This is an optimization exercise on Yosys and OpenROAD, whose aim is small area and few clock cycles per item, not a production implementation.
The RTL was checked by simulation tests, not by an equivalence proof against the original design.

--- flow/run.sh ---
#!/bin/bash
# Layout flow: the standard flow (standard.sh, all ORFS steps) with two
# changes: the port buffers that global placement puts on every input and
# output use the smallest buffer cell, and clock tree synthesis uses
# clkbuf_8 buffers and adds no dummy loads.
set -o pipefail
export BUFFER_PORTS_ARGS="-buffer_cell sky130_fd_sc_hd__buf_1"
export CTS_ARGS="-sink_clustering_enable -repair_clock_nets -buf_list sky130_fd_sc_hd__clkbuf_8 -dont_use_dummy_load"
bash standard.sh > standard.log 2>&1
--- standard.sh ---
#!/bin/bash
# synth_recipe.tcl (not shown) runs the flow's synth.tcl, then flattens the netlist and writes it again
# the make line also repeats each setting of config.mk as NAME=value (left out here)
make -C /OpenROAD-flow-scripts/flow DESIGN_CONFIG=/design/flow/config.mk WORK_HOME=/design/flow/orfs CLKGATE_MAP_FILE= SYNTH_SCRIPT=/design/flow/synth_recipe.tcl "${@:-finish}"
--- config.mk ---
export PLATFORM = sky130hd
export DESIGN_NAME = MyDesign
export DESIGN_NICKNAME = MyDesign
export VERILOG_FILES = /design/flow/design.v
export SDC_FILE = /design/flow/constraint.sdc
export NUM_CORES = 4
export LEC_CHECK = 0
export CAP_MARGIN = 20
export CORE_MARGIN = 2
export CORE_UTILIZATION = 40
export SLEW_MARGIN = 20
export SYNTH_HIERARCHICAL = 1
export SYNTH_MINIMUM_KEEP_SIZE = 0
--- constraint.sdc ---
create_clock -name core_clock -period 6.0 [get_ports {clk}]
set_input_delay 1.2000 -clock core_clock [delete_from_list [all_inputs] [get_ports {clk}]]
set_output_delay 1.2000 -clock core_clock [all_outputs]
set_load 0.01 [all_outputs]
--- design.v ---
module MyDesign (dut_run, dut_busy, reset_b, clk, dut_sram_write_address,
		 dut_sram_write_data, dut_sram_write_enable,
		 dut_sram_read_address,	sram_dut_read_data,
		 dut_wmem_read_address, wmem_dut_read_data);
input clk;
input signed [15:0] sram_dut_read_data, wmem_dut_read_data;
input dut_run, reset_b;
output signed [15:0] dut_sram_write_data;
output [11:0] dut_sram_write_address;
output dut_sram_write_enable;
output [11:0] dut_sram_read_address, dut_wmem_read_address;
output dut_busy;
localparam [2:0] IDLE = 3'd0, HDR = 3'd1, SZ = 3'd2, PR = 3'd3, RUN = 3'd4,
	RUN1 = 3'd5, RUN2 = 3'd6;
reg [2:0] st;
reg [11:0] xa, wa, xb, oa;
reg [6:0] col;           
reg [7:0] row;           
reg [4:0] s8;            
reg [1:0] ph;            
reg x4, x8, w4, w8;      
reg lc, l2, we;
reg [15:0] xo_r, wo_r;
reg [21:0] acc;
wire [21:0] acc_next;
wire [15:0] X = sram_dut_read_data;
wire [15:0] Wd = wmem_dut_read_data;
wire ix4 = (st == PR) ? X[2] : x4;
wire ix8 = (st == PR) ? X[3] : x8;
wire iw4 = (st == PR) ? Wd[2] : w4;
wire iw8 = (st == PR) ? Wd[3] : w8;
wire ib8 = ix8 | iw8;
wire ib4 = ~ib8 & (ix4 | iw4);
wire ixn = ib8 ? ~ix8 : (ib4 & ~ix4);   
wire iwn = ib8 ? ~iw8 : (ib4 & ~iw4);
wire ir4 = ib8 & ((~ix4 & ~ix8) | (~iw4 & ~iw8));  
wire nlast = ~(ixn | iwn) | (ir4 ? (ph == 2'd3) : ph[0]);
wire [6:0] lh = ib8 ? 7'd1 : ib4 ? 7'd2 : 7'd4;    
wire row_end = (col == lh);
wire layer_end = row_end & (row == 8'd1);
wire stepping = (st == PR) | st[2];
wire is_end = &X[7:0];
wire clr = ~reset_b | ((st == SZ) & is_end);
wire hdr_step = ((st == IDLE) & dut_run) | (st == HDR) | (st == SZ);
wire rewind = stepping & row_end & ~layer_end;
wire x_inc = hdr_step | (stepping & (~ixn | nlast));
wire w_inc = hdr_step | (stepping & (~iwn | nlast));
wire [11:0] xa1 = xa + {11'd0, x_inc};
always @(posedge clk) begin
	xa <= clr ? 12'd0 : rewind ? xb : xa1;
	wa <= clr ? 12'd0 : wa + {11'd0, w_inc};
	if (st == SZ)
		xb <= xa1;
	if (!reset_b) begin
		st <= IDLE;
		lc <= 1'b0;
		l2 <= 1'b0;
		we <= 1'b0;
	end else begin
		lc <= stepping & row_end;
		l2 <= lc;
		we <= l2;
		case (st)
		IDLE: if (dut_run) st <= SZ;
		HDR: st <= SZ;
		SZ: st <= is_end ? IDLE : PR;
		default: st <= layer_end ? HDR : (st == PR) ? RUN1 : (st == RUN1) ? RUN2 : RUN;
		endcase
	end
end
always @(posedge clk) begin
	if (st == SZ) begin
		s8 <= X[7:3];
		row <= X[7:0];
		col <= X[7:1];
	end else begin
		row <= row - {7'd0, row_end};
		col <= row_end ? {s8, 2'b00} : col - lh;
	end
	if (st == PR) begin
		x4 <= X[2];
		x8 <= X[3];
		w4 <= Wd[2];
		w8 <= Wd[3];
	end
	ph <= stepping ? ph + 2'd1 : 2'd0;
	xo_r <= xo;
	wo_r <= wo;
	oa <= (st == IDLE) ? 12'd0 : oa + {11'd0, we};
	acc <= acc_next;
end
wire m8 = x8 | w8;
wire m4 = ~m8 & (x4 | w4);
wire m2 = ~m8 & ~m4;
wire [1:0] ph_c = ph - 2'd1;   
wire first_t = we | (st == RUN2);
wire [21:0] acc_in = first_t ? 22'd0 : acc;
wire [15:0] xo, wo;
mpnn_steer u_steer (.X(X), .Wd(Wd), .m8(m8), .m4(m4), .m2(m2), .x8(x8), .x4(x4),
	.w8(w8), .w4(w4), .ph_c(ph_c), .xo(xo), .wo(wo));
  wire mo_82 = m8 | m2;
  wire mo_42 = m4 | m2;
  wire mo_84 = m8 | m4;
  wire pp_0_0_0 = (xo_r[0] & wo_r[0]) & m8;
  wire pp_0_0_1 = (xo_r[0] & wo_r[1]) & m8;
  wire pp_0_0_2 = (xo_r[0] & wo_r[2]) & m8;
  wire pp_0_0_3 = (xo_r[0] & wo_r[3]) & m8;
  wire pp_0_0_4 = (xo_r[0] & wo_r[4]) & mo_84;
  wire pp_0_0_5 = (xo_r[0] & wo_r[5]) & mo_84;
  wire pp_0_0_6 = (xo_r[0] & wo_r[6]);
  wire pp_0_0_7 = ~(xo_r[0] & wo_r[7]);
  wire pp_0_1_0 = (xo_r[1] & wo_r[0]) & m8;
  wire pp_0_1_1 = (xo_r[1] & wo_r[1]) & m8;
  wire pp_0_1_2 = (xo_r[1] & wo_r[2]) & m8;
  wire pp_0_1_3 = (xo_r[1] & wo_r[3]) & m8;
  wire pp_0_1_4 = (xo_r[1] & wo_r[4]) & mo_84;
  wire pp_0_1_5 = (xo_r[1] & wo_r[5]) & mo_84;
  wire pp_0_1_6 = (xo_r[1] & wo_r[6]) ? mo_84 : m2;
  wire pp_0_1_7 = (xo_r[1] & wo_r[7]) ? m2 : mo_84;
  wire pp_0_2_0 = (xo_r[2] & wo_r[0]) & m8;
  wire pp_0_2_1 = (xo_r[2] & wo_r[1]) & m8;
  wire pp_0_2_2 = (xo_r[2] & wo_r[2]) & m8;
  wire pp_0_2_3 = (xo_r[2] & wo_r[3]) & m8;
  wire pp_0_2_4 = (xo_r[2] & wo_r[4]);
  wire pp_0_2_5 = (xo_r[2] & wo_r[5]) ? mo_84 : m2;
  wire pp_0_2_6 = (xo_r[2] & wo_r[6]) & mo_84;
  wire pp_0_2_7 = ~(xo_r[2] & wo_r[7]) & mo_84;
  wire pp_0_3_0 = (xo_r[3] & wo_r[0]) & m8;
  wire pp_0_3_1 = (xo_r[3] & wo_r[1]) & m8;
  wire pp_0_3_2 = (xo_r[3] & wo_r[2]) & m8;
  wire pp_0_3_3 = (xo_r[3] & wo_r[3]) & m8;
  wire pp_0_3_4 = (xo_r[3] & wo_r[4]) ? m8 : mo_42;
  wire pp_0_3_5 = (xo_r[3] & wo_r[5]) ? mo_82 : m4;
  wire pp_0_3_6 = (xo_r[3] & wo_r[6]) ? m8 : m4;
  wire pp_0_3_7 = (xo_r[3] & wo_r[7]) ? m4 : m8;
  wire pp_0_4_0 = (xo_r[4] & wo_r[0]) & mo_84;
  wire pp_0_4_1 = (xo_r[4] & wo_r[1]) & mo_84;
  wire pp_0_4_2 = (xo_r[4] & wo_r[2]);
  wire pp_0_4_3 = (xo_r[4] & wo_r[3]) ? m8 : mo_42;
  wire pp_0_4_4 = (xo_r[4] & wo_r[4]) & m8;
  wire pp_0_4_5 = (xo_r[4] & wo_r[5]) & m8;
  wire pp_0_4_6 = (xo_r[4] & wo_r[6]) & m8;
  wire pp_0_4_7 = ~(xo_r[4] & wo_r[7]) & m8;
  wire pp_0_5_0 = (xo_r[5] & wo_r[0]) & mo_84;
  wire pp_0_5_1 = (xo_r[5] & wo_r[1]) & mo_84;
  wire pp_0_5_2 = (xo_r[5] & wo_r[2]) ? mo_84 : m2;
  wire pp_0_5_3 = (xo_r[5] & wo_r[3]) ? mo_82 : m4;
  wire pp_0_5_4 = (xo_r[5] & wo_r[4]) & m8;
  wire pp_0_5_5 = (xo_r[5] & wo_r[5]) & m8;
  wire pp_0_5_6 = (xo_r[5] & wo_r[6]) & m8;
  wire pp_0_5_7 = ~(xo_r[5] & wo_r[7]) & m8;
  wire pp_0_6_0 = (xo_r[6] & wo_r[0]);
  wire pp_0_6_1 = (xo_r[6] & wo_r[1]) ? mo_84 : m2;
  wire pp_0_6_2 = (xo_r[6] & wo_r[2]) & mo_84;
  wire pp_0_6_3 = (xo_r[6] & wo_r[3]) ? m8 : m4;
  wire pp_0_6_4 = (xo_r[6] & wo_r[4]) & m8;
  wire pp_0_6_5 = (xo_r[6] & wo_r[5]) & m8;
  wire pp_0_6_6 = (xo_r[6] & wo_r[6]) & m8;
  wire pp_0_6_7 = ~(xo_r[6] & wo_r[7]) & m8;
  wire pp_0_7_0 = ~(xo_r[7] & wo_r[0]);
  wire pp_0_7_1 = (xo_r[7] & wo_r[1]) ? m2 : mo_84;
  wire pp_0_7_2 = ~(xo_r[7] & wo_r[2]) & mo_84;
  wire pp_0_7_3 = (xo_r[7] & wo_r[3]) ? m4 : m8;
  wire pp_0_7_4 = ~(xo_r[7] & wo_r[4]) & m8;
  wire pp_0_7_5 = ~(xo_r[7] & wo_r[5]) & m8;
  wire pp_0_7_6 = ~(xo_r[7] & wo_r[6]) & m8;
  wire pp_0_7_7 = (xo_r[7] & wo_r[7]) & m8;
  wire pp_1_0_0 = (xo_r[8] & wo_r[8]) & m8;
  wire pp_1_0_1 = (xo_r[8] & wo_r[9]) & m8;
  wire pp_1_0_2 = (xo_r[8] & wo_r[10]) & m8;
  wire pp_1_0_3 = (xo_r[8] & wo_r[11]) & m8;
  wire pp_1_0_4 = (xo_r[8] & wo_r[12]) & mo_84;
  wire pp_1_0_5 = (xo_r[8] & wo_r[13]) & mo_84;
  wire pp_1_0_6 = (xo_r[8] & wo_r[14]);
  wire pp_1_0_7 = ~(xo_r[8] & wo_r[15]);
  wire pp_1_1_0 = (xo_r[9] & wo_r[8]) & m8;
  wire pp_1_1_1 = (xo_r[9] & wo_r[9]) & m8;
  wire pp_1_1_2 = (xo_r[9] & wo_r[10]) & m8;
  wire pp_1_1_3 = (xo_r[9] & wo_r[11]) & m8;
  wire pp_1_1_4 = (xo_r[9] & wo_r[12]) & mo_84;
  wire pp_1_1_5 = (xo_r[9] & wo_r[13]) & mo_84;
  wire pp_1_1_6 = (xo_r[9] & wo_r[14]) ? mo_84 : m2;
  wire pp_1_1_7 = (xo_r[9] & wo_r[15]) ? m2 : mo_84;
  wire pp_1_2_0 = (xo_r[10] & wo_r[8]) & m8;
  wire pp_1_2_1 = (xo_r[10] & wo_r[9]) & m8;
  wire pp_1_2_2 = (xo_r[10] & wo_r[10]) & m8;
  wire pp_1_2_3 = (xo_r[10] & wo_r[11]) & m8;
  wire pp_1_2_4 = (xo_r[10] & wo_r[12]);
  wire pp_1_2_5 = (xo_r[10] & wo_r[13]) ? mo_84 : m2;
  wire pp_1_2_6 = (xo_r[10] & wo_r[14]) & mo_84;
  wire pp_1_2_7 = ~(xo_r[10] & wo_r[15]) & mo_84;
  wire pp_1_3_0 = (xo_r[11] & wo_r[8]) & m8;
  wire pp_1_3_1 = (xo_r[11] & wo_r[9]) & m8;
  wire pp_1_3_2 = (xo_r[11] & wo_r[10]) & m8;
  wire pp_1_3_3 = (xo_r[11] & wo_r[11]) & m8;
  wire pp_1_3_4 = (xo_r[11] & wo_r[12]) ? m8 : mo_42;
  wire pp_1_3_5 = (xo_r[11] & wo_r[13]) ? mo_82 : m4;
  wire pp_1_3_6 = (xo_r[11] & wo_r[14]) ? m8 : m4;
  wire pp_1_3_7 = (xo_r[11] & wo_r[15]) ? m4 : m8;
  wire pp_1_4_0 = (xo_r[12] & wo_r[8]) & mo_84;
  wire pp_1_4_1 = (xo_r[12] & wo_r[9]) & mo_84;
  wire pp_1_4_2 = (xo_r[12] & wo_r[10]);
  wire pp_1_4_3 = (xo_r[12] & wo_r[11]) ? m8 : mo_42;
  wire pp_1_4_4 = (xo_r[12] & wo_r[12]) & m8;
  wire pp_1_4_5 = (xo_r[12] & wo_r[13]) & m8;
  wire pp_1_4_6 = (xo_r[12] & wo_r[14]) & m8;
  wire pp_1_4_7 = ~(xo_r[12] & wo_r[15]) & m8;
  wire pp_1_5_0 = (xo_r[13] & wo_r[8]) & mo_84;
  wire pp_1_5_1 = (xo_r[13] & wo_r[9]) & mo_84;
  wire pp_1_5_2 = (xo_r[13] & wo_r[10]) ? mo_84 : m2;
  wire pp_1_5_3 = (xo_r[13] & wo_r[11]) ? mo_82 : m4;
  wire pp_1_5_4 = (xo_r[13] & wo_r[12]) & m8;
  wire pp_1_5_5 = (xo_r[13] & wo_r[13]) & m8;
  wire pp_1_5_6 = (xo_r[13] & wo_r[14]) & m8;
  wire pp_1_5_7 = ~(xo_r[13] & wo_r[15]) & m8;
  wire pp_1_6_0 = (xo_r[14] & wo_r[8]);
  wire pp_1_6_1 = (xo_r[14] & wo_r[9]) ? mo_84 : m2;
  wire pp_1_6_2 = (xo_r[14] & wo_r[10]) & mo_84;
  wire pp_1_6_3 = (xo_r[14] & wo_r[11]) ? m8 : m4;
  wire pp_1_6_4 = (xo_r[14] & wo_r[12]) & m8;
  wire pp_1_6_5 = (xo_r[14] & wo_r[13]) & m8;
  wire pp_1_6_6 = (xo_r[14] & wo_r[14]) & m8;
  wire pp_1_6_7 = ~(xo_r[14] & wo_r[15]) & m8;
  wire pp_1_7_0 = ~(xo_r[15] & wo_r[8]);
  wire pp_1_7_1 = (xo_r[15] & wo_r[9]) ? m2 : mo_84;
  wire pp_1_7_2 = ~(xo_r[15] & wo_r[10]) & mo_84;
  wire pp_1_7_3 = (xo_r[15] & wo_r[11]) ? m4 : m8;
  wire pp_1_7_4 = ~(xo_r[15] & wo_r[12]) & m8;
  wire pp_1_7_5 = ~(xo_r[15] & wo_r[13]) & m8;
  wire pp_1_7_6 = ~(xo_r[15] & wo_r[14]) & m8;
  wire pp_1_7_7 = (xo_r[15] & wo_r[15]) & m8;
  wire k_9 = m8;
  wire k_10 = m4;
  wire k_11 = m2;
  wire k_12 = m2;
  wire k_13 = mo_42;
  wire k_14 = mo_42;
  wire k_15 = mo_42;
  wire k_16 = 1'b1;
  wire k_17 = 1'b1;
  wire k_18 = 1'b1;
  wire k_19 = 1'b1;
  wire k_20 = 1'b1;
  wire k_21 = 1'b1;
  wire t1, t2;
  mpnn_fa u_t1 (.a(pp_0_0_6), .b(pp_0_1_5), .c(pp_0_2_4), .s(t1), .co(t2));
  wire t3, t4;
  mpnn_fa u_t3 (.a(pp_0_0_7), .b(pp_0_1_6), .c(pp_0_2_5), .s(t3), .co(t4));
  wire t5, t6;
  mpnn_fa u_t5 (.a(pp_0_3_4), .b(pp_0_4_3), .c(pp_0_5_2), .s(t5), .co(t6));
  wire t7, t8;
  mpnn_ha u_t7 (.a(pp_0_6_1), .b(pp_0_7_0), .s(t7), .co(t8));
  wire t9, t10;
  mpnn_fa u_t9 (.a(pp_0_1_7), .b(pp_0_2_6), .c(pp_0_3_5), .s(t9), .co(t10));
  wire t11, t12;
  mpnn_fa u_t11 (.a(pp_0_4_4), .b(pp_0_5_3), .c(pp_0_6_2), .s(t11), .co(t12));
  wire t13, t14;
  mpnn_ha u_t13 (.a(pp_0_7_1), .b(pp_1_1_7), .s(t13), .co(t14));
  wire t15, t16;
  mpnn_fa u_t15 (.a(pp_0_2_7), .b(pp_0_3_6), .c(pp_0_4_5), .s(t15), .co(t16));
  wire t17, t18;
  mpnn_fa u_t17 (.a(pp_0_5_4), .b(pp_0_6_3), .c(pp_0_7_2), .s(t17), .co(t18));
  wire t19, t20;
  mpnn_ha u_t19 (.a(pp_0_3_7), .b(pp_0_4_6), .s(t19), .co(t20));
  wire t21, t22;
  mpnn_fa u_t21 (.a(pp_0_0_4), .b(pp_0_1_3), .c(pp_0_2_2), .s(t21), .co(t22));
  wire t23, t24;
  mpnn_fa u_t23 (.a(pp_0_0_5), .b(pp_0_1_4), .c(pp_0_2_3), .s(t23), .co(t24));
  wire t25, t26;
  mpnn_fa u_t25 (.a(pp_0_3_2), .b(pp_0_4_1), .c(pp_0_5_0), .s(t25), .co(t26));
  wire t27, t28;
  mpnn_ha u_t27 (.a(pp_1_0_5), .b(pp_1_1_4), .s(t27), .co(t28));
  wire t29, t30;
  mpnn_fa u_t29 (.a(pp_0_3_3), .b(pp_0_4_2), .c(pp_0_5_1), .s(t29), .co(t30));
  wire t31, t32;
  mpnn_fa u_t31 (.a(pp_0_6_0), .b(pp_1_0_6), .c(pp_1_1_5), .s(t31), .co(t32));
  wire t33, t34;
  mpnn_fa u_t33 (.a(pp_1_2_4), .b(pp_1_3_3), .c(pp_1_4_2), .s(t33), .co(t34));
  wire t35, t36;
  mpnn_ha u_t35 (.a(pp_1_5_1), .b(pp_1_6_0), .s(t35), .co(t36));
  wire t37, t38;
  mpnn_fa u_t37 (.a(pp_1_0_7), .b(pp_1_1_6), .c(pp_1_2_5), .s(t37), .co(t38));
  wire t39, t40;
  mpnn_fa u_t39 (.a(pp_1_3_4), .b(pp_1_4_3), .c(pp_1_5_2), .s(t39), .co(t40));
  wire t41, t42;
  mpnn_fa u_t41 (.a(pp_1_6_1), .b(pp_1_7_0), .c(acc_in[7]), .s(t41), .co(t42));
  wire t43, t44;
  mpnn_fa u_t43 (.a(t2), .b(t3), .c(t5), .s(t43), .co(t44));
  wire t45, t46;
  mpnn_fa u_t45 (.a(pp_1_2_6), .b(pp_1_3_5), .c(pp_1_4_4), .s(t45), .co(t46));
  wire t47, t48;
  mpnn_fa u_t47 (.a(pp_1_5_3), .b(pp_1_6_2), .c(pp_1_7_1), .s(t47), .co(t48));
  wire t49, t50;
  mpnn_fa u_t49 (.a(acc_in[8]), .b(t4), .c(t6), .s(t49), .co(t50));
  wire t51, t52;
  mpnn_fa u_t51 (.a(t8), .b(t9), .c(t11), .s(t51), .co(t52));
  wire t53, t54;
  mpnn_fa u_t53 (.a(pp_1_2_7), .b(pp_1_3_6), .c(pp_1_4_5), .s(t53), .co(t54));
  wire t55, t56;
  mpnn_fa u_t55 (.a(pp_1_5_4), .b(pp_1_6_3), .c(pp_1_7_2), .s(t55), .co(t56));
  wire t57, t58;
  mpnn_fa u_t57 (.a(k_9), .b(acc_in[9]), .c(t10), .s(t57), .co(t58));
  wire t59, t60;
  mpnn_fa u_t59 (.a(t12), .b(t14), .c(t15), .s(t59), .co(t60));
  wire t61, t62;
  mpnn_fa u_t61 (.a(pp_0_5_5), .b(pp_0_6_4), .c(pp_0_7_3), .s(t61), .co(t62));
  wire t63, t64;
  mpnn_fa u_t63 (.a(pp_1_3_7), .b(pp_1_4_6), .c(pp_1_5_5), .s(t63), .co(t64));
  wire t65, t66;
  mpnn_fa u_t65 (.a(pp_1_6_4), .b(pp_1_7_3), .c(k_10), .s(t65), .co(t66));
  wire t67, t68;
  mpnn_fa u_t67 (.a(acc_in[10]), .b(t16), .c(t18), .s(t67), .co(t68));
  wire t69, t70;
  mpnn_fa u_t69 (.a(pp_0_4_7), .b(pp_0_5_6), .c(pp_0_6_5), .s(t69), .co(t70));
  wire t71, t72;
  mpnn_fa u_t71 (.a(pp_0_7_4), .b(pp_1_4_7), .c(pp_1_5_6), .s(t71), .co(t72));
  wire t73, t74;
  mpnn_fa u_t73 (.a(pp_1_6_5), .b(pp_1_7_4), .c(k_11), .s(t73), .co(t74));
  wire t75, t76;
  mpnn_fa u_t75 (.a(pp_0_5_7), .b(pp_0_6_6), .c(pp_0_7_5), .s(t75), .co(t76));
  wire t77, t78;
  mpnn_ha u_t77 (.a(pp_0_0_2), .b(pp_0_1_1), .s(t77), .co(t78));
  wire t79, t80;
  mpnn_fa u_t79 (.a(pp_0_0_3), .b(pp_0_1_2), .c(pp_0_2_1), .s(t79), .co(t80));
  wire t81, t82;
  mpnn_fa u_t81 (.a(pp_0_3_0), .b(pp_1_0_3), .c(pp_1_1_2), .s(t81), .co(t82));
  wire t83, t84;
  mpnn_fa u_t83 (.a(pp_0_3_1), .b(pp_0_4_0), .c(pp_1_0_4), .s(t83), .co(t84));
  wire t85, t86;
  mpnn_fa u_t85 (.a(pp_1_1_3), .b(pp_1_2_2), .c(pp_1_3_1), .s(t85), .co(t86));
  wire t87, t88;
  mpnn_ha u_t87 (.a(pp_1_4_0), .b(acc_in[4]), .s(t87), .co(t88));
  wire t89, t90;
  mpnn_fa u_t89 (.a(pp_1_2_3), .b(pp_1_3_2), .c(pp_1_4_1), .s(t89), .co(t90));
  wire t91, t92;
  mpnn_fa u_t91 (.a(pp_1_5_0), .b(acc_in[5]), .c(t22), .s(t91), .co(t92));
  wire t93, t94;
  mpnn_fa u_t93 (.a(t23), .b(t25), .c(t27), .s(t93), .co(t94));
  wire t95, t96;
  mpnn_fa u_t95 (.a(acc_in[6]), .b(t1), .c(t24), .s(t95), .co(t96));
  wire t97, t98;
  mpnn_fa u_t97 (.a(t26), .b(t28), .c(t29), .s(t97), .co(t98));
  wire t99, t100;
  mpnn_fa u_t99 (.a(t31), .b(t33), .c(t35), .s(t99), .co(t100));
  wire t101, t102;
  mpnn_fa u_t101 (.a(t7), .b(t30), .c(t32), .s(t101), .co(t102));
  wire t103, t104;
  mpnn_fa u_t103 (.a(t34), .b(t36), .c(t37), .s(t103), .co(t104));
  wire t105, t106;
  mpnn_fa u_t105 (.a(t39), .b(t41), .c(t43), .s(t105), .co(t106));
  wire t107, t108;
  mpnn_fa u_t107 (.a(t13), .b(t38), .c(t40), .s(t107), .co(t108));
  wire t109, t110;
  mpnn_fa u_t109 (.a(t42), .b(t44), .c(t45), .s(t109), .co(t110));
  wire t111, t112;
  mpnn_fa u_t111 (.a(t47), .b(t49), .c(t51), .s(t111), .co(t112));
  wire t113, t114;
  mpnn_fa u_t113 (.a(t17), .b(t46), .c(t48), .s(t113), .co(t114));
  wire t115, t116;
  mpnn_fa u_t115 (.a(t50), .b(t52), .c(t53), .s(t115), .co(t116));
  wire t117, t118;
  mpnn_fa u_t117 (.a(t55), .b(t57), .c(t59), .s(t117), .co(t118));
  wire t119, t120;
  mpnn_fa u_t119 (.a(t19), .b(t54), .c(t56), .s(t119), .co(t120));
  wire t121, t122;
  mpnn_fa u_t121 (.a(t58), .b(t60), .c(t61), .s(t121), .co(t122));
  wire t123, t124;
  mpnn_fa u_t123 (.a(t63), .b(t65), .c(t67), .s(t123), .co(t124));
  wire t125, t126;
  mpnn_fa u_t125 (.a(acc_in[11]), .b(t20), .c(t62), .s(t125), .co(t126));
  wire t127, t128;
  mpnn_fa u_t127 (.a(t64), .b(t66), .c(t68), .s(t127), .co(t128));
  wire t129, t130;
  mpnn_fa u_t129 (.a(t69), .b(t71), .c(t73), .s(t129), .co(t130));
  wire t131, t132;
  mpnn_fa u_t131 (.a(pp_1_5_7), .b(pp_1_6_6), .c(pp_1_7_5), .s(t131), .co(t132));
  wire t133, t134;
  mpnn_fa u_t133 (.a(k_12), .b(acc_in[12]), .c(t70), .s(t133), .co(t134));
  wire t135, t136;
  mpnn_fa u_t135 (.a(t72), .b(t74), .c(t75), .s(t135), .co(t136));
  wire t137, t138;
  mpnn_fa u_t137 (.a(pp_0_6_7), .b(pp_0_7_6), .c(pp_1_6_7), .s(t137), .co(t138));
  wire t139, t140;
  mpnn_fa u_t139 (.a(pp_1_7_6), .b(k_13), .c(acc_in[13]), .s(t139), .co(t140));
  wire t141, t142;
  mpnn_ha u_t141 (.a(pp_0_0_1), .b(pp_0_1_0), .s(t141), .co(t142));
  wire t143, t144;
  mpnn_fa u_t143 (.a(pp_0_2_0), .b(pp_1_0_2), .c(pp_1_1_1), .s(t143), .co(t144));
  wire t145, t146;
  mpnn_ha u_t145 (.a(pp_1_2_0), .b(acc_in[2]), .s(t145), .co(t146));
  wire t147, t148;
  mpnn_fa u_t147 (.a(pp_1_2_1), .b(pp_1_3_0), .c(acc_in[3]), .s(t147), .co(t148));
  wire t149, t150;
  mpnn_fa u_t149 (.a(t78), .b(t79), .c(t81), .s(t149), .co(t150));
  wire t151, t152;
  mpnn_fa u_t151 (.a(t21), .b(t80), .c(t82), .s(t151), .co(t152));
  wire t153, t154;
  mpnn_fa u_t153 (.a(t83), .b(t85), .c(t87), .s(t153), .co(t154));
  wire t155, t156;
  mpnn_fa u_t155 (.a(t84), .b(t86), .c(t88), .s(t155), .co(t156));
  wire t157, t158;
  mpnn_fa u_t157 (.a(t89), .b(t91), .c(t93), .s(t157), .co(t158));
  wire t159, t160;
  mpnn_fa u_t159 (.a(t90), .b(t92), .c(t94), .s(t159), .co(t160));
  wire t161, t162;
  mpnn_fa u_t161 (.a(t95), .b(t97), .c(t99), .s(t161), .co(t162));
  wire t163, t164;
  mpnn_fa u_t163 (.a(t96), .b(t98), .c(t100), .s(t163), .co(t164));
  wire t165, t166;
  mpnn_fa u_t165 (.a(t101), .b(t103), .c(t105), .s(t165), .co(t166));
  wire t167, t168;
  mpnn_fa u_t167 (.a(t102), .b(t104), .c(t106), .s(t167), .co(t168));
  wire t169, t170;
  mpnn_fa u_t169 (.a(t107), .b(t109), .c(t111), .s(t169), .co(t170));
  wire t171, t172;
  mpnn_fa u_t171 (.a(t108), .b(t110), .c(t112), .s(t171), .co(t172));
  wire t173, t174;
  mpnn_fa u_t173 (.a(t113), .b(t115), .c(t117), .s(t173), .co(t174));
  wire t175, t176;
  mpnn_fa u_t175 (.a(t114), .b(t116), .c(t118), .s(t175), .co(t176));
  wire t177, t178;
  mpnn_fa u_t177 (.a(t119), .b(t121), .c(t123), .s(t177), .co(t178));
  wire t179, t180;
  mpnn_fa u_t179 (.a(t120), .b(t122), .c(t124), .s(t179), .co(t180));
  wire t181, t182;
  mpnn_fa u_t181 (.a(t125), .b(t127), .c(t129), .s(t181), .co(t182));
  wire t183, t184;
  mpnn_fa u_t183 (.a(t126), .b(t128), .c(t130), .s(t183), .co(t184));
  wire t185, t186;
  mpnn_fa u_t185 (.a(t131), .b(t133), .c(t135), .s(t185), .co(t186));
  wire t187, t188;
  mpnn_fa u_t187 (.a(t76), .b(t132), .c(t134), .s(t187), .co(t188));
  wire t189, t190;
  mpnn_fa u_t189 (.a(t136), .b(t137), .c(t139), .s(t189), .co(t190));
  wire t191, t192;
  mpnn_fa u_t191 (.a(pp_0_7_7), .b(pp_1_7_7), .c(k_14), .s(t191), .co(t192));
  wire t193, t194;
  mpnn_fa u_t193 (.a(acc_in[14]), .b(t138), .c(t140), .s(t193), .co(t194));
  wire t195, t196;
  mpnn_ha u_t195 (.a(pp_1_0_1), .b(pp_1_1_0), .s(t195), .co(t196));
  wire t197, t198;
  mpnn_fa u_t197 (.a(t77), .b(t142), .c(t143), .s(t197), .co(t198));
  wire t199, t200;
  mpnn_fa u_t199 (.a(t144), .b(t146), .c(t147), .s(t199), .co(t200));
  wire t201, t202;
  mpnn_fa u_t201 (.a(t148), .b(t150), .c(t151), .s(t201), .co(t202));
  wire t203, t204;
  mpnn_fa u_t203 (.a(t152), .b(t154), .c(t155), .s(t203), .co(t204));
  wire t205, t206;
  mpnn_fa u_t205 (.a(t156), .b(t158), .c(t159), .s(t205), .co(t206));
  wire t207, t208;
  mpnn_fa u_t207 (.a(t160), .b(t162), .c(t163), .s(t207), .co(t208));
  wire t209, t210;
  mpnn_fa u_t209 (.a(t164), .b(t166), .c(t167), .s(t209), .co(t210));
  wire t211, t212;
  mpnn_fa u_t211 (.a(t168), .b(t170), .c(t171), .s(t211), .co(t212));
  wire t213, t214;
  mpnn_fa u_t213 (.a(t172), .b(t174), .c(t175), .s(t213), .co(t214));
  wire t215, t216;
  mpnn_fa u_t215 (.a(t176), .b(t178), .c(t179), .s(t215), .co(t216));
  wire t217, t218;
  mpnn_fa u_t217 (.a(t180), .b(t182), .c(t183), .s(t217), .co(t218));
  wire t219, t220;
  mpnn_fa u_t219 (.a(t184), .b(t186), .c(t187), .s(t219), .co(t220));
  wire t221, t222;
  mpnn_fa u_t221 (.a(t188), .b(t190), .c(t191), .s(t221), .co(t222));
  wire t223, t224;
  mpnn_fa u_t223 (.a(k_15), .b(acc_in[15]), .c(t192), .s(t223), .co(t224));
  wire t225, t226;
  mpnn_ha u_t225 (.a(pp_0_0_0), .b(pp_1_0_0), .s(t225), .co(t226));
  wire t227, t228;
  mpnn_fa u_t227 (.a(acc_in[1]), .b(t141), .c(t195), .s(t227), .co(t228));
  wire t229, t230;
  mpnn_fa u_t229 (.a(t145), .b(t196), .c(t197), .s(t229), .co(t230));
  wire t231, t232;
  mpnn_fa u_t231 (.a(t149), .b(t198), .c(t199), .s(t231), .co(t232));
  wire t233, t234;
  mpnn_fa u_t233 (.a(t153), .b(t200), .c(t201), .s(t233), .co(t234));
  wire t235, t236;
  mpnn_fa u_t235 (.a(t157), .b(t202), .c(t203), .s(t235), .co(t236));
  wire t237, t238;
  mpnn_fa u_t237 (.a(t161), .b(t204), .c(t205), .s(t237), .co(t238));
  wire t239, t240;
  mpnn_fa u_t239 (.a(t165), .b(t206), .c(t207), .s(t239), .co(t240));
  wire t241, t242;
  mpnn_fa u_t241 (.a(t169), .b(t208), .c(t209), .s(t241), .co(t242));
  wire t243, t244;
  mpnn_fa u_t243 (.a(t173), .b(t210), .c(t211), .s(t243), .co(t244));
  wire t245, t246;
  mpnn_fa u_t245 (.a(t177), .b(t212), .c(t213), .s(t245), .co(t246));
  wire t247, t248;
  mpnn_fa u_t247 (.a(t181), .b(t214), .c(t215), .s(t247), .co(t248));
  wire t249, t250;
  mpnn_fa u_t249 (.a(t185), .b(t216), .c(t217), .s(t249), .co(t250));
  wire t251, t252;
  mpnn_fa u_t251 (.a(t189), .b(t218), .c(t219), .s(t251), .co(t252));
  wire t253, t254;
  mpnn_fa u_t253 (.a(t193), .b(t220), .c(t221), .s(t253), .co(t254));
  wire t255, t256;
  mpnn_fa u_t255 (.a(t194), .b(t222), .c(t223), .s(t255), .co(t256));
  wire t257, t258;
  mpnn_fa u_t257 (.a(k_16), .b(acc_in[16]), .c(t224), .s(t257), .co(t258));
  wire t259, t260;
  mpnn_ha u_t259 (.a(k_17), .b(acc_in[17]), .s(t259), .co(t260));
  wire t261, t262;
  mpnn_ha u_t261 (.a(k_18), .b(acc_in[18]), .s(t261), .co(t262));
  wire t263, t264;
  mpnn_ha u_t263 (.a(k_19), .b(acc_in[19]), .s(t263), .co(t264));
  wire t265, t266;
  mpnn_ha u_t265 (.a(k_20), .b(acc_in[20]), .s(t265), .co(t266));
  wire t267, t268;
  mpnn_ha u_t267 (.a(k_21), .b(acc_in[21]), .s(t267), .co(t268));
  wire [21:0] row_a = {t266, t264, t262, t260, t258, t256, t254, t252, t250, t248, t246, t244, t242, t240, t238, t236, t234, t232, t230, t228, t226, acc_in[0]};
  wire [21:0] row_b = {t267, t265, t263, t261, t259, t257, t255, t253, t251, t249, t247, t245, t243, t241, t239, t237, t235, t233, t231, t229, t227, t225};
  assign acc_next = row_a + row_b;
assign dut_sram_read_address = xa;
assign dut_wmem_read_address = wa;
assign dut_sram_write_address = oa;
assign dut_sram_write_enable = we;
assign dut_sram_write_data = m8 ? acc[15:0] : m4 ? acc[19:4] : acc[21:6];
assign dut_busy = (st != IDLE) | we;
endmodule
module mpnn_fa (a, b, c, s, co);
input a, b, c;
output s, co;
assign s = a ^ b ^ c;
assign co = (a & b) | (a & c) | (b & c);
endmodule
module mpnn_ha (a, b, s, co);
input a, b;
output s, co;
assign s = a ^ b;
assign co = a & b;
endmodule
module mpnn_steer (X, Wd, m8, m4, m2, x8, x4, w8, w4, ph_c, xo, wo);
input [15:0] X, Wd;
input m8, m4, m2, x8, x4, w8, w4;
input [1:0] ph_c;
output [15:0] xo, wo;
wire xfull = (m8 & x8) | (m4 & x4) | m2;       
wire x84 = m8 & x4, x82 = m8 & ~x8 & ~x4, x42 = m4 & ~x4;
wire wfull8 = m8 & w8, wfull4 = m4 & w4;
wire w84 = m8 & w4, w82 = m8 & ~w8 & ~w4, w42 = m4 & ~w4;
function [15:0] sp84; input [7:0] g; sp84 = {{4{g[7]}}, g[7:4], {4{g[3]}}, g[3:0]}; endfunction
function [15:0] sp82; input [3:0] g; sp82 = {{6{g[3]}}, g[3:2], {6{g[1]}}, g[1:0]}; endfunction
function [15:0] sp42; input [7:0] g; sp42 = {{2{g[7]}}, g[7:6], {2{g[5]}}, g[5:4], {2{g[3]}}, g[3:2], {2{g[1]}}, g[1:0]}; endfunction
function [15:0] mir4; input [15:0] v; mir4 = {v[11:8], v[15:12], v[3:0], v[7:4]}; endfunction
function [15:0] mir2; input [15:0] v; mir2 = {v[9:8], v[11:10], v[13:12], v[15:14], v[1:0], v[3:2], v[5:4], v[7:6]}; endfunction
wire [7:0] gx8 = ph_c[0] ? X[15:8] : X[7:0];
wire [3:0] gx4 = ph_c[1] ? (ph_c[0] ? X[15:12] : X[11:8]) : (ph_c[0] ? X[7:4] : X[3:0]);
wire [7:0] gw8 = ph_c[0] ? Wd[15:8] : Wd[7:0];
wire [3:0] gw4 = ph_c[1] ? (ph_c[0] ? Wd[15:12] : Wd[11:8]) : (ph_c[0] ? Wd[7:4] : Wd[3:0]);
assign xo = ({16{xfull}} & X) | ({16{x84}} & sp84(gx8)) | ({16{x82}} & sp82(gx4)) | ({16{x42}} & sp42(gx8));
assign wo = ({16{wfull8}} & Wd) | ({16{wfull4}} & mir4(Wd)) | ({16{m2}} & mir2(Wd))
  | ({16{w84}} & sp84(gw8)) | ({16{w82}} & sp82(gw4)) | ({16{w42}} & mir4(sp42(gw8)));
endmodule
==> qor.csv, run 1 <==
stage,metric,value,unit
place,pre_cts_slack,0.4112,ns
global_routing,grt_antenna_before_repair,0,
clock_tree,worst_setup_hold_path_clk_slew,0.08,ns
clock_tree,count_of_hold_buffers_inserted_by_post_cts_repair,0,
sta,period_share,93.94,%
floorplanning,die-height,168.6,um
synthesis,yosys.cell_types.count,75,
synthesis,syn_inst,1092,
clock_tree,cts_inserted_buffers,17,
floorplanning,fp.dieArea,28430,um^2
critical_path,worst_r2r_setup_slack,0.36,ns
critical_path,cp_arrival,5.98,ns
synthesis,post_synth_fa_ha_maj_area_fraction,27.82,%
min_path,hold_path_class,flip-flop to flip-flop,
final_layout,fillCellCount,2641,
global_routing,grt_pass1_wl,44500,um
clock_tree,postCtsSetupBuffers,0,
floorplanning,boundaryPins,89,
sta,final-max-slew-violation-count,0,
clock_tree,clock_tree.buffer_depth,2,
sta,fmaxAchievable,0.1774,GHz
critical_path,critPathRequiredTime,6.34,ns
synthesis,post_synthesis_register_bit_count,134,
synthesis,synth_top_family_by_area,adder cells,
clock_tree,cts-htree-levels,4,
clock_tree,cts_tree,yes,
sta,post-route-min-period,5.636,ns
drt,drtPass1Iterations,9,
critical_path,end_kind,flip-flop,
final_layout,count_of_antenna_diodes_in_the_layout,0,
global_routing,globalRouteOverflowTotal,0,
synthesis,synth_async_sr_flop_share,0,%
global_routing,groute.usage.overall,19.68,%
global_routing,grt_pass1_vias,8474,
critical_path,rr_startpoint,x8,
sta,holdWs,0.4395,ns
sta,setup_slack,0.3638,ns
synthesis,synth-main-ff-cell,sky130_fd_sc_hd__dfxtp_1,
place,gp_congestion,0.8662,
clock_tree,cts_num_sinks,134,
run,timing.max_cap.violations,0,
floorplanning,floorplan.initialDensity,40.44,%
drt,routed-via-count,8419,
clock_tree,cts_resized,0,
final_layout,synthToLayoutAreaGrowth,8.728,%
synthesis,ys.warnings.count,8,
place,dpl.hpwl,21470,um
synthesis,synth_edf_count,17,
drt,ant_nets,0,
synthesis,synth_top_area_cell,sky130_fd_sc_hd__fa_1,
run_status,outcome,"complete, no violations",
sta,rsz0062_at_grt,false,
floorplanning,core_region_area,26800,um^2
floorplanning,fp-row-count,60,
floorplanning,die_w,168.6,um
synthesis,ys_seq_area_share,26.32,%
synthesis,average_footprint_of_a_synthesized_cell,9.925,um^2
min_path,holdCritStartpoint,l2,
synthesis,synthTopCellsByArea,"sky130_fd_sc_hd__fa_1 (22%), sky130_fd_sc_hd__dfxtp_1 (22%), sky130_fd_sc_hd__ha_1 (5.7%)",
sta,timing.slew.headroom,47.00,%
drt,vias_per_cell,5.575,
final_layout,count_of_nets_after_finishing,1375,
final_layout,final_layout_size_suffix_gt1_share,6.330,%
synthesis,yosys-mux-area-fraction,6.719,%
critical_path,worstSetupStartpointType,flip-flop,
drt,wl_per_cell,18.31,um
critical_path,crit_start,x8,
sta,worst-slew-pin-transition,0.7913,ns
synthesis,synth_simple_gate_area_share,18.01,%
synthesis,syn_area,10840,um^2
sta,timing_hold_violations_final,0,
synthesis,post-synth-top-area-fraction,22.17,%
critical_path,critical_path.max_fanout,8,
drt,totalWireLength,27650,um
sta,skew,0.04691,ns
sta,setup_tns,0,ns
place,port_buffers,88,
sta,setup-violations-final,0,
drt,initialDrtViolationCount,642,
synthesis,post_synth_xor_area_fraction,5.899,%
final_layout,most_common_cell_after_layout_fill_and_taps_aside,sky130_fd_sc_hd__fa_1,
critical_path,critPathKind,flip-flop to flip-flop,
synthesis,post_synthesis_compound_gate_area_fraction,12.21,%
global_routing,largest_net_degree_at_the_start_of_global_routing,96,
clock_tree,clockRootBuffer,sky130_fd_sc_hd__clkbuf_8,
final_layout,final_cell_mix,"sky130_fd_sc_hd__fa_1 (120), sky130_fd_sc_hd__dfxtp_1 (117), sky130_fd_sc_hd__nand2_1 (113)",
drt,post-route-drc-count,0,
clock_tree,insertion_delay,0.45,ns
kinds of logic (layout without fill, tap and decap cells):
logic type	count (synthesis)	count (layout)
muxes	61	61
other	1	6
adders and majority gates	169	169
and+or+nand+nor	380	380
DFF	134	134
buffers and inverters	77	149
AOI/OAI and AO/OA	197	197
xor gates and xnor gates	73	73
through the flow:
| stage | cells | util, % | instance area (um^2) |
|---|---|---|---|
| floorplan | 1097 | - | 10860 |
| global placement | 1492 | 43.04 | 11530 |
| detailed placement | 1492 | 43.04 | 11530 |
| CTS | 1509 | 43.91 | 11770 |
| global route | 1510 | 43.97 | 11780 |
| finish | 1510 | 43.97 | 11780 |
cell type report:
type | instances | area (um^2) | share of cell area (%)
multi-input cells | 886 | 7684 | 65.20
flip-flops and latches | 134 | 2853 | 24.21
repair buffers | 107 | 493.0 | 4.183
well taps | 341 | 426.7 | 3.621
clock buffers | 17 | 234.0 | 1.986
inverters | 25 | 93.84 | 0.7963
worst max-delay path, cell delays in order, from the launching register on:
cell and delay (ns):
sky130_fd_sc_hd__dfxtp_1 0.35, sky130_fd_sc_hd__nor2_2 0.19, sky130_fd_sc_hd__nand2_1 0.09, sky130_fd_sc_hd__inv_1 0.26, sky130_fd_sc_hd__buf_4 0.23, sky130_fd_sc_hd__a21oi_1 0.06
sky130_fd_sc_hd__fa_1 0.40, sky130_fd_sc_hd__fa_1 0.46, sky130_fd_sc_hd__fa_1 0.40, sky130_fd_sc_hd__fa_1 0.40, sky130_fd_sc_hd__fa_1 0.57, sky130_fd_sc_hd__fa_1 0.41
sky130_fd_sc_hd__ha_1 0.39, sky130_fd_sc_hd__and3_4 0.24, sky130_fd_sc_hd__and2_4 0.18, sky130_fd_sc_hd__a221oi_2 0.21, sky130_fd_sc_hd__a21bo_1 0.25, sky130_fd_sc_hd__a21o_1 0.19
sky130_fd_sc_hd__a21oi_2 0.14, sky130_fd_sc_hd__xnor2_1 0.12
final timing paths:
check	depth (start not counted)	endpoint
setup / recovery	19	acc[20]
hold / removal	1	we
setup reg to reg	19	acc[20]
hold reg to reg	1	we
Yosys cell counts (4+ instances only):
cell	instances
sky130_fd_sc_hd__edfxtp_1	17
sky130_fd_sc_hd__a31oi_1	11
sky130_fd_sc_hd__fa_1	120
sky130_fd_sc_hd__nor2b_1	7
sky130_fd_sc_hd__xor2_1	22
sky130_fd_sc_hd__clkbuf_1	38
sky130_fd_sc_hd__mux2i_1	42
sky130_fd_sc_hd__inv_1	23
sky130_fd_sc_hd__or3_1	7
sky130_fd_sc_hd__and3_1	84
sky130_fd_sc_hd__buf_2	8
sky130_fd_sc_hd__nor2_1	60
sky130_fd_sc_hd__a21oi_1	53
sky130_fd_sc_hd__mux2_2	12
sky130_fd_sc_hd__nand2_1	113
sky130_fd_sc_hd__nand2b_1	7
sky130_fd_sc_hd__a222oi_1	16
sky130_fd_sc_hd__o2111ai_1	4
sky130_fd_sc_hd__nor3b_1	5
sky130_fd_sc_hd__mux4_1	4
sky130_fd_sc_hd__nand4_1	7
sky130_fd_sc_hd__dfxtp_1	117
sky130_fd_sc_hd__o211ai_1	7
sky130_fd_sc_hd__nand3_1	27
sky130_fd_sc_hd__nor3_1	10
sky130_fd_sc_hd__a22oi_1	4
sky130_fd_sc_hd__o21ai_0	46
sky130_fd_sc_hd__xnor2_1	51
sky130_fd_sc_hd__nor4_1	4
sky130_fd_sc_hd__a21o_1	15
sky130_fd_sc_hd__ha_1	49
sky130_fd_sc_hd__and2_1	36
registers in the layout, summed over array words and instances (netlist names):
name,cells
x4,1
xb,12
ph,2
xo_r,16
col,7
row,8
s8,5
xa,12
oa,12
we,1
w4,1
wa,12
acc,22
st,3
x8,1
lc,1
l2,1
wo_r,16
w8,1
per-layer routing:
layer / vias to the layer above / wire [um] / part of all wire [%] / track usage [%]
met5: - / 0 / 0 / 0
met4: 0 / 379 / 1.4 / 4.873
met3: 28 / 1517 / 5.5 / 3.928
met2: 235 / 13140 / 48 / 32.80
met1: 4150 / 12620 / 46 / 26.40
li1: 4006 / - / - / -
Yosys stat by module, one instance, submodules excluded:
| module | flip-flops and latches | cell area [um^2] | cells | times used |
|---|---|---|---|---|
| MyDesign | 134 | 7167 | 814 | 1 |
| mpnn_ha | 0 | 12.51 | 1 | 16 |
| mpnn_steer | 0 | 1109 | 144 | 1 |
| mpnn_fa | 0 | 20.02 | 1 | 118 |
Testbench counts, summed over its fixed seeds: cycles 117,674, macs 306,944.
==> run 2: changes to the inputs <==
==> flow/run.sh (replaced) <==
#!/bin/bash
# Layout flow: the standard flow (standard.sh, all ORFS steps) with these
# changes: synthesis maps adders with Yosys's own Brent-Kung carry logic
# instead of ORFS's Kogge-Stone map (SYNTH_OPERATIONS_ARGS set, so the
# -extra-map is not added); the port buffers that global placement puts on
# every input and output use the smallest buffer cell; clock tree synthesis
# uses clkbuf_8 buffers and adds no dummy loads.
set -o pipefail
export SYNTH_OPERATIONS_ARGS="-noshare"
export BUFFER_PORTS_ARGS="-buffer_cell sky130_fd_sc_hd__buf_1"
export CTS_ARGS="-sink_clustering_enable -repair_clock_nets -buf_list sky130_fd_sc_hd__clkbuf_8 -dont_use_dummy_load"
bash standard.sh > standard.log 2>&1
--- a/config.mk
+++ b/config.mk
@@ -8,6 +8,7 @@
 export CAP_MARGIN = 20
 export CORE_MARGIN = 2
 export CORE_UTILIZATION = 40
+export PLACE_DENSITY = 0.75
 export SLEW_MARGIN = 20
 export SYNTH_HIERARCHICAL = 1
 export SYNTH_MINIMUM_KEEP_SIZE = 0
==> qor.csv, run 2 <==
stage,metric,value,unit,change
sta,timing.slew.headroom,48.34,%,was 47.00%
critical_path,worstSetupStartpointType,flip-flop,,unchanged
final_layout,final_cell_count_no_fill,1437,,was 1510
drt,drtPass1Iterations,6,,was 9
final_layout,final_layout_size_suffix_gt1_share,6.443,%,was 6.330%
clock_tree,insertion_delay,0.46,ns,was 0.45 ns
floorplanning,floorplan.initialDensity,40.85,%,was 40.44%
critical_path,critPathSlowestCell,sky130_fd_sc_hd__fa_1,,unchanged
floorplanning,fp.dieArea,28090,um^2,was 28430 um^2
synthesis,post_synthesis_register_bit_count,134,,unchanged
global_routing,grt_pass1_vias,8396,,was 8474
place,numPlacedInstances,1419,,was 1492
clock_tree,postCtsSetupBuffers,0,,unchanged
critical_path,critical-path-top-delay-family,adder cells,,unchanged
clock_tree,cts_num_sinks,134,,unchanged
final_layout,fillCellCount,2432,,was 2641
final_layout,final_cell_mix,"sky130_fd_sc_hd__fa_1 (131), sky130_fd_sc_hd__dfxtp_1 (117), sky130_fd_sc_hd__buf_1 (88)",,"was sky130_fd_sc_hd__fa_1 (120), sky130_fd_sc_hd__dfxtp_1 (117), sky130_fd_sc_hd__nand2_1 (113)"
critical_path,cp_slowest_stage_delay,0.53,ns,was 0.57 ns
sta,setup_slack,0.2411,ns,was 0.3638 ns
clock_tree,cts_tree,yes,,unchanged
final_layout,top_registers,"acc x22, wo_r x16, xo_r x16",,unchanged
critical_path,critPathRequiredTime,6.30,ns,was 6.34 ns
synthesis,post_synth_xor_area_fraction,4.172,%,was 5.899%
critical_path,timing.critical_path.buf_inv,1,,was 2
sta,fmaxAchievable,0.1736,GHz,was 0.1774 GHz
place,dpl.hpwl,20080,um,was 21470 um
sta,period_share,95.98,%,was 93.94%
final_layout,count_of_nets_after_finishing,1336,,was 1375
synthesis,synth_async_sr_flop_share,0,%,unchanged
final_layout,area.sequential,2853,um^2,unchanged
sta,holdWs,0.4406,ns,was 0.4395 ns
sta,setup_tns,0,ns,unchanged
sta,final-max-slew-violation-count,0,,unchanged
critical_path,worst_r2r_setup_slack,0.24,ns,was 0.36 ns
synthesis,synth_top_area_cell,sky130_fd_sc_hd__fa_1,,unchanged
synthesis,yosys.cell_count.top_type,sky130_fd_sc_hd__fa_1,,unchanged
sta,timing_hold_violations_final,0,,unchanged
final_layout,largest_register_ff_count,22,,unchanged
final_layout,synthToLayoutAreaGrowth,8.508,%,was 8.728%
clock_tree,clockRootBuffer,sky130_fd_sc_hd__clkbuf_8,,unchanged
sta,rsz0062_at_grt,true,,was false
synthesis,synthTopCellsByCount,"sky130_fd_sc_hd__fa_1 (131), sky130_fd_sc_hd__dfxtp_1 (117), sky130_fd_sc_hd__and3_1 (86)",,"was sky130_fd_sc_hd__fa_1 (120), sky130_fd_sc_hd__dfxtp_1 (117), sky130_fd_sc_hd__nand2_1 (113)"
sta,setup-violations-final,0,,unchanged
critical_path,end_kind,flip-flop,,unchanged
final_layout,multiInputGateArea,7503,um^2,was 7684 um^2
critical_path,crit_path_most_repeated_cell,sky130_fd_sc_hd__fa_1,,unchanged
critical_path,crit_start,x8,,unchanged
sta,worst-slew-pin-transition,0.7730,ns,was 0.7913 ns
place,pre_cts_slack,0.2241,ns,was 0.4112 ns
sta,skew,0.05001,ns,was 0.04691 ns
synthesis,average_footprint_of_a_synthesized_cell,10.41,um^2,was 9.925 um^2
clock_tree,cts_resized,0,,unchanged
drt,totalWireLength,26100,um,was 27650 um
critical_path,rr_startpoint,x8,,unchanged
synthesis,yosys.cell_types.count,63,,was 75
clock_tree,count_of_hold_buffers_inserted_by_post_cts_repair,0,,unchanged
synthesis,synth-main-ff-cell,sky130_fd_sc_hd__dfxtp_1,,unchanged
critical_path,critPathKind,flip-flop to flip-flop,,unchanged
clock_tree,cts-htree-levels,4,,unchanged
run_status,outcome,"complete, no violations",,unchanged
min_path,hold_path_class,flip-flop to flip-flop,,unchanged
drt,routed-via-count,8042,,was 8419
floorplanning,die-height,167.6,um,was 168.6 um
clock_tree,clock_tree.buffer_depth,2,,unchanged
min_path,holdCritStartpoint,l2,,unchanged
floorplanning,boundaryPins,89,,unchanged
sta,post-route-min-period,5.759,ns,was 5.636 ns
synthesis,syn_inst,1028,,was 1092
place,port_buffers,88,,unchanged
clock_tree,cts_inserted_buffers,17,,unchanged
final_layout,most_common_cell_after_layout_fill_and_taps_aside,sky130_fd_sc_hd__fa_1,,unchanged
drt,wl_per_cell,18.17,um,was 18.31 um
synthesis,synthTopCellsByArea,"sky130_fd_sc_hd__fa_1 (24%), sky130_fd_sc_hd__dfxtp_1 (22%), sky130_fd_sc_hd__ha_1 (7.7%)",,"was sky130_fd_sc_hd__fa_1 (22%), sky130_fd_sc_hd__dfxtp_1 (22%), sky130_fd_sc_hd__ha_1 (5.7%)"
floorplanning,fp-row-count,59,,was 60
global_routing,grt_antenna_before_repair,0,,unchanged
synthesis,post_synth_fa_ha_maj_area_fraction,32.21,%,was 27.82%
drt,post-route-drc-count,0,,unchanged
synthesis,yosys-mux-area-fraction,6.054,%,was 6.719%
synthesis,post-synth-top-area-fraction,24.49,%,was 22.17%
critical_path,critical_path.max_fanout,9,,was 8
drt,vias_per_cell,5.596,,was 5.575
synthesis,synth_top_family_by_area,adder cells,,unchanged
synthesis,ys_seq_area_share,26.64,%,was 26.32%
global_routing,largest_net_degree_at_the_start_of_global_routing,54,,was 96
place,gp_congestion,0.9209,,was 0.8662
global_routing,groute.usage.overall,19.06,%,was 19.68%
global_routing,grt_pass1_wl,42720,um,was 44500 um
final_layout,count_of_antenna_diodes_in_the_layout,0,,unchanged
drt,ant_nets,0,,unchanged
synthesis,synth_simple_gate_area_share,16.42,%,was 18.01%
floorplanning,core_region_area,26210,um^2,was 26800 um^2
drt,initialDrtViolationCount,728,,was 642
run,timing.max_cap.violations,0,,unchanged
synthesis,syn_area,10710,um^2,was 10840 um^2
global_routing,globalRouteOverflowTotal,0,,unchanged
clock_tree,worst_setup_hold_path_clk_slew,0.09,ns,was 0.08 ns
critical_path,cp_arrival,6.06,ns,was 5.98 ns
synthesis,post_synthesis_compound_gate_area_fraction,10.87,%,was 12.21%
floorplanning,die_w,167.6,um,was 168.6 um
synthesis,ys.warnings.count,8,,unchanged
synthesis,synth_edf_count,17,,unchanged
final_layout,register_containing_the_most_flip_flops_in_the_final_layout,acc,,unchanged
critical_path,critical_path.cell_chain,nor2_4 > nand2_2 > buf_4 > xor2_1 > fa_1 > fa_1 > fa_1 > fa_1 > fa_1 > fa_1 > ha_1 > a21oi_1 > o21ai_0 > a41oi_1 > o21ai_0 > fa_1 > xor2_1,,was nor2_2 > nand2_1 > inv_1 > buf_4 > a21oi_1 > fa_1 > fa_1 > fa_1 > fa_1 > fa_1 > fa_1 > ha_1 > and3_4 > and2_4 > a221oi_2 > a21bo_1 > a21o_1 > a21oi_2 > xnor2_1
==> run 2: kinds of logic after synthesis <==
group,after synthesis
adder cells (fa/ha/maj),197
AND/OR/NAND/NOR,329
XOR/XNOR,51
flip-flops,134
buffers and inverters,85
AO/OA/AOI/OAI,178
multiplexers,53
other,1
==> run 2: final cells by class <==
cell class	count	share of cell area, %
clock buffers	17	2.014
inverters	30	0.9693
multi-input cells	814	64.59
flip-flops and latches	134	24.56
well taps	335	3.608
repair buffers	107	4.265
==> run 2: path summary, 6_finish.rpt <==
| kind | endpoint | cells after the start |
|---|---|---|
| setup reg to reg | acc[15] | 17 |
| hold / removal | we | 1 |
| setup / recovery | acc[15] | 17 |
| hold reg to reg | we | 1 |
==> run 2: routing by layer <==
metal	share of wire, %	GRT usage (%)	up-vias
li1	-	-	3739
met1	42	24.15	3978
met2	49	32.24	276
met3	6.5	4.042	49
met4	2.6	6.919	0
met5	0	0	-
==> run 2: modules after synthesis (local to each module, per instance) <==
module      area [um^2]  times used  cells inside  flops+latches
MyDesign           7035           1           750            134
mpnn_fa           20.02         118             1              0
mpnn_steer         1109           1           144              0
mpnn_ha           12.51          16             1              0
==> run 2: worst register-to-register path: stages, from the launching register on <==
cell and delay (ns):
sky130_fd_sc_hd__dfxtp_1 0.39, sky130_fd_sc_hd__nor2_4 0.18, sky130_fd_sc_hd__nand2_2 0.17, sky130_fd_sc_hd__buf_4 0.20, sky130_fd_sc_hd__xor2_1 0.20, sky130_fd_sc_hd__fa_1 0.49, sky130_fd_sc_hd__fa_1 0.44, sky130_fd_sc_hd__fa_1 0.49
sky130_fd_sc_hd__fa_1 0.43, sky130_fd_sc_hd__fa_1 0.53, sky130_fd_sc_hd__fa_1 0.42, sky130_fd_sc_hd__ha_1 0.33, sky130_fd_sc_hd__a21oi_1 0.20, sky130_fd_sc_hd__o21ai_0 0.14, sky130_fd_sc_hd__a41oi_1 0.25, sky130_fd_sc_hd__o21ai_0 0.16
sky130_fd_sc_hd__fa_1 0.41, sky130_fd_sc_hd__xor2_1 0.17
==> run 2: metrics by stage <==
step	util [%]	area, um^2
after global routing	44.33	11620
after floorplan	-	10730
after CTS	44.18	11580
after global placement	43.29	11340
final	44.33	11620
after detailed placement	43.29	11340
==> run 3: changes to the inputs <==
--- a/config.mk
+++ b/config.mk
@@ -8,7 +8,7 @@
 export CAP_MARGIN = 20
 export CORE_MARGIN = 2
 export CORE_UTILIZATION = 40
-export PLACE_DENSITY = 0.75
+export GPL_ROUTABILITY_DRIVEN = 0
 export SLEW_MARGIN = 20
 export SYNTH_HIERARCHICAL = 1
 export SYNTH_MINIMUM_KEEP_SIZE = 0
==> qor.csv, run 3 <==
stage,metric,value,unit,change
synthesis,syn_area,10710,um^2,unchanged
final_layout,finalInstanceArea,11600,um^2,was 11620 um^2
synthesis,yosys.cell_types.count,63,,unchanged
final_layout,count_of_antenna_diodes_in_the_layout,0,,unchanged
synthesis,post_synthesis_register_bit_count,134,,unchanged
drt,initialDrtViolationCount,623,,was 728
sta,final-max-slew-violation-count,0,,unchanged
clock_tree,count_of_hold_buffers_inserted_by_post_cts_repair,0,,unchanged
global_routing,grt_antenna_before_repair,0,,unchanged
clock_tree,clock_tree.buffer_depth,2,,unchanged
critical_path,cp_arrival,6.03,ns,was 6.06 ns
global_routing,groute.usage.overall,19.78,%,was 19.06%
clock_tree,clockRootBuffer,sky130_fd_sc_hd__clkbuf_8,,unchanged
critical_path,timing.critical_path.buf_inv,1,,unchanged
final_layout,multiInputGateArea,7512,um^2,was 7503 um^2
final_layout,layout.core_utilization,44.26,%,was 44.33%
drt,ant_nets,0,,unchanged
sta,setup_slack,0.2826,ns,was 0.2411 ns
sta,post-route-min-period,5.717,ns,was 5.759 ns
critical_path,crit_start,x8,,unchanged
drt,post-route-drc-count,0,,unchanged
critical_path,cp.depth,16,,was 17
global_routing,grt_pass1_wl,43630,um,was 42720 um
drt,drtPass1Iterations,7,,was 6
synthesis,synth_top_area_cell,sky130_fd_sc_hd__fa_1,,unchanged
floorplanning,floorplan.initialDensity,40.85,%,unchanged
run_status,outcome,"complete, no violations",,unchanged
critical_path,setup.worst_path.end,acc[21],,was acc[15]
synthesis,syn_inst,1028,,unchanged
final_layout,final_layout_size_suffix_gt1_share,6.540,%,was 6.443%
synthesis,synth-main-ff-cell,sky130_fd_sc_hd__dfxtp_1,,unchanged
final_layout,final_cell_count_no_fill,1436,,was 1437
critical_path,critPathSlowestCell,sky130_fd_sc_hd__fa_1,,unchanged
final_layout,area.sequential,2853,um^2,unchanged
clock_tree,cts-htree-levels,4,,unchanged
floorplanning,core_region_area,26210,um^2,unchanged
critical_path,end_kind,flip-flop,,unchanged
place,placed_cell_area,11340,um^2,about the same
final_layout,count_of_nets_after_finishing,1335,,was 1336
floorplanning,die-height,167.6,um,unchanged
critical_path,crit_path_most_repeated_cell,sky130_fd_sc_hd__fa_1,,unchanged
synthesis,average_footprint_of_a_synthesized_cell,10.41,um^2,unchanged
sta,rsz0062_at_grt,true,,unchanged
clock_tree,worst_setup_hold_path_clk_slew,0.07,ns,was 0.09 ns
drt,vias_per_cell,5.484,,was 5.596
sta,timing_hold_violations_final,0,,unchanged
synthesis,ys_seq_area_share,26.64,%,unchanged
sta,holdWs,0.4453,ns,was 0.4406 ns
sta,setup-violations-final,0,,unchanged
final_layout,fillCellCount,2501,,was 2432
final_layout,largest_register_ff_count,22,,unchanged
critical_path,critical_path.max_fanout,11,,was 9
synthesis,ys.warnings.count,8,,unchanged
floorplanning,fp-row-count,59,,unchanged
critical_path,critical_path.cell_chain,nor2_4 > inv_1 > and3_1 > fa_1 > fa_1 > fa_1 > fa_1 > fa_1 > fa_1 > ha_1 > a21oi_1 > o21ai_0 > a2111oi_1 > a22oi_1 > fa_1 > xnor2_1,,was nor2_4 > nand2_2 > buf_4 > xor2_1 > fa_1 > fa_1 > fa_1 > fa_1 > fa_1 > fa_1 > ha_1 > a21oi_1 > o21ai_0 > a41oi_1 > o21ai_0 > fa_1 > xor2_1
synthesis,synthTopCellsByCount,"sky130_fd_sc_hd__fa_1 (131), sky130_fd_sc_hd__dfxtp_1 (117), sky130_fd_sc_hd__and3_1 (86)",,unchanged
clock_tree,cts_num_sinks,134,,unchanged
sta,fmaxAchievable,0.1749,GHz,was 0.1736 GHz
critical_path,regToRegEndpoint,acc[21],,was acc[15]
clock_tree,insertion_delay,0.48,ns,was 0.46 ns
sta,setup_tns,0,ns,unchanged
sta,worst-slew-pin-transition,0.8158,ns,was 0.7730 ns
floorplanning,fp.dieArea,28090,um^2,unchanged
final_layout,synthToLayoutAreaGrowth,8.344,%,was 8.508%
critical_path,worst_r2r_setup_slack,0.28,ns,was 0.24 ns
drt,routed-via-count,7875,,was 8042
synthesis,synthTopCellsByArea,"sky130_fd_sc_hd__fa_1 (24%), sky130_fd_sc_hd__dfxtp_1 (22%), sky130_fd_sc_hd__ha_1 (7.7%)",,unchanged
critical_path,cp_slowest_stage_delay,0.46,ns,was 0.53 ns
floorplanning,die_w,167.6,um,unchanged
place,port_buffers,88,,unchanged
drt,wl_per_cell,18.24,um,was 18.17 um
min_path,hold_path_class,flip-flop to flip-flop,,unchanged
place,pre_cts_slack,0.2156,ns,was 0.2241 ns
clock_tree,cts_inserted_buffers,17,,unchanged
final_layout,most_common_cell_after_layout_fill_and_taps_aside,sky130_fd_sc_hd__fa_1,,unchanged
drt,totalWireLength,26200,um,was 26100 um
final_layout,register_containing_the_most_flip_flops_in_the_final_layout,acc,,unchanged
min_path,worst_hold_path_cell_count,1,,unchanged
sta,timing.slew.headroom,45.50,%,was 48.34%
global_routing,largest_net_degree_at_the_start_of_global_routing,35,,was 54
critical_path,critical-path-top-delay-family,adder cells,,unchanged
critical_path,critPathRequiredTime,6.31,ns,was 6.30 ns
final_layout,top_registers,"acc x22, wo_r x16, xo_r x16",,unchanged
final_layout,final_cell_mix,"sky130_fd_sc_hd__fa_1 (131), sky130_fd_sc_hd__dfxtp_1 (117), sky130_fd_sc_hd__buf_1 (88)",,unchanged
synthesis,yosys.cell_count.top_type,sky130_fd_sc_hd__fa_1,,unchanged
synthesis,post-synth-top-area-fraction,24.49,%,unchanged
critical_path,worstSetupStartpointType,flip-flop,,unchanged
critical_path,rr_startpoint,x8,,unchanged
sta,skew,0.04215,ns,was 0.05001 ns
run,timing.max_cap.violations,0,,unchanged
synthesis,synth_async_sr_flop_share,0,%,unchanged
clock_tree,cts_tree,yes,,unchanged
synthesis,synth_edf_count,17,,unchanged
place,dpl.hpwl,20250,um,was 20080 um
critical_path,critPathKind,flip-flop to flip-flop,,unchanged
critical_path,worst-r2r-cell-count,16,,was 17
global_routing,grt_pass1_vias,8142,,was 8396
sta,period_share,95.29,%,was 95.98%
## run 3: cell types whose count changed in the layout (fill, tap and decap cells not counted), sizes merged
cell	delta
buf	-1
## run 3: layout make-up
cell class / count / area share, %
Clock buffer: 17 / 2.017
Inverter: 30 / 0.9708
Timing Repair Buffer: 106 / 4.045
Sequential cell: 134 / 24.59
Multi-Input combinational cell: 814 / 64.76
Tap cell: 335 / 3.613
## run 3: metal layers
layer | share of wire (%) | global-route usage [%]
met1 | 45 | 27.58
met2 | 48 | 31.88
met3 | 5.1 | 3.262
met4 | 1.7 | 5.671
met5 | 0 | 0
## run 3: worst min-delay path by stage
stage | from | end | slack, ns
after CTS | l2 | we | 0.44
after floorplan | lc | l2 | 0.41
after detailed placement | lc | l2 | 0.42
after global placement | lc | l2 | 0.42
final | l2 | we | 0.45
after global routing | lc | l2 | 0.47
## run 3: worst reg2reg max path, delay by kind of cell, from the launching register on
family / cells / cell delay [ns]
compound gates: 4 / 0.92
fa+ha+maj: 8 / 3.43
buf+inv: 1 / 0.22
simple gates: 2 / 0.52
flops: 1 / 0.39
xor+xnor: 1 / 0.13
## run 3: cell families after synthesis
kind of cell               count (synthesis)  share of synthesized area (%)
AOI/OAI and AO/OA                        178                          10.87
buffers and inverters                     85                          3.599
adders and majority gates                197                          32.21
DFF                                      134                          26.64
and+or+nand+nor                          329                          16.42
muxes                                     53                          6.054
xor gates and xnor gates                  51                          4.172
other                                      1                        0.03503
## run 3: modules after synthesis, one instance, submodules excluded
module | cells inside | copies in the design
mpnn_ha | 1 | 16
mpnn_fa | 1 | 118
mpnn_steer | 144 | 1
MyDesign | 750 | 1
## run 3: timing repair
action                     in CTS  in global routing
buffers inserted                0                  1
resized for setup               0                  4
setup endpoints to repair       0                  9

==> afterwards: timing with drivers on the ports <==
In the flow no input, the clock included, has a driving cell. The finished layouts below were timed again as built, in two steps.
Step 1 assumes that a clkbuf_16 drives the clock port and a buf_2 every other input.
Step 2 times the ports against the registers' clock, not the clock port: input delays grow and output delays shrink by t, the midpoint of the rising clock arrivals with the driver on.
a / b / c = no drivers / after step 1 / after step 2; a / b = the first two.
run | t (ns) | setup slack, ns | slew at the worst register clock pin (ns) | worst slew at a driven data input, ns | cell pins on the clock port's net
run 1 | 0.475 | 0.364 / 0.364 / 0.364 | 0.10 / 0.10 | 0.04 | 1
run 2 | 0.479 | 0.241 / 0.241 / 0.241 | 0.10 / 0.10 | 0.06 | 1
run 3 | 0.494 | 0.283 / 0.283 / 0.283 | 0.11 / 0.11 | 0.05 | 1
After both steps setup and hold are still met in every run listed.
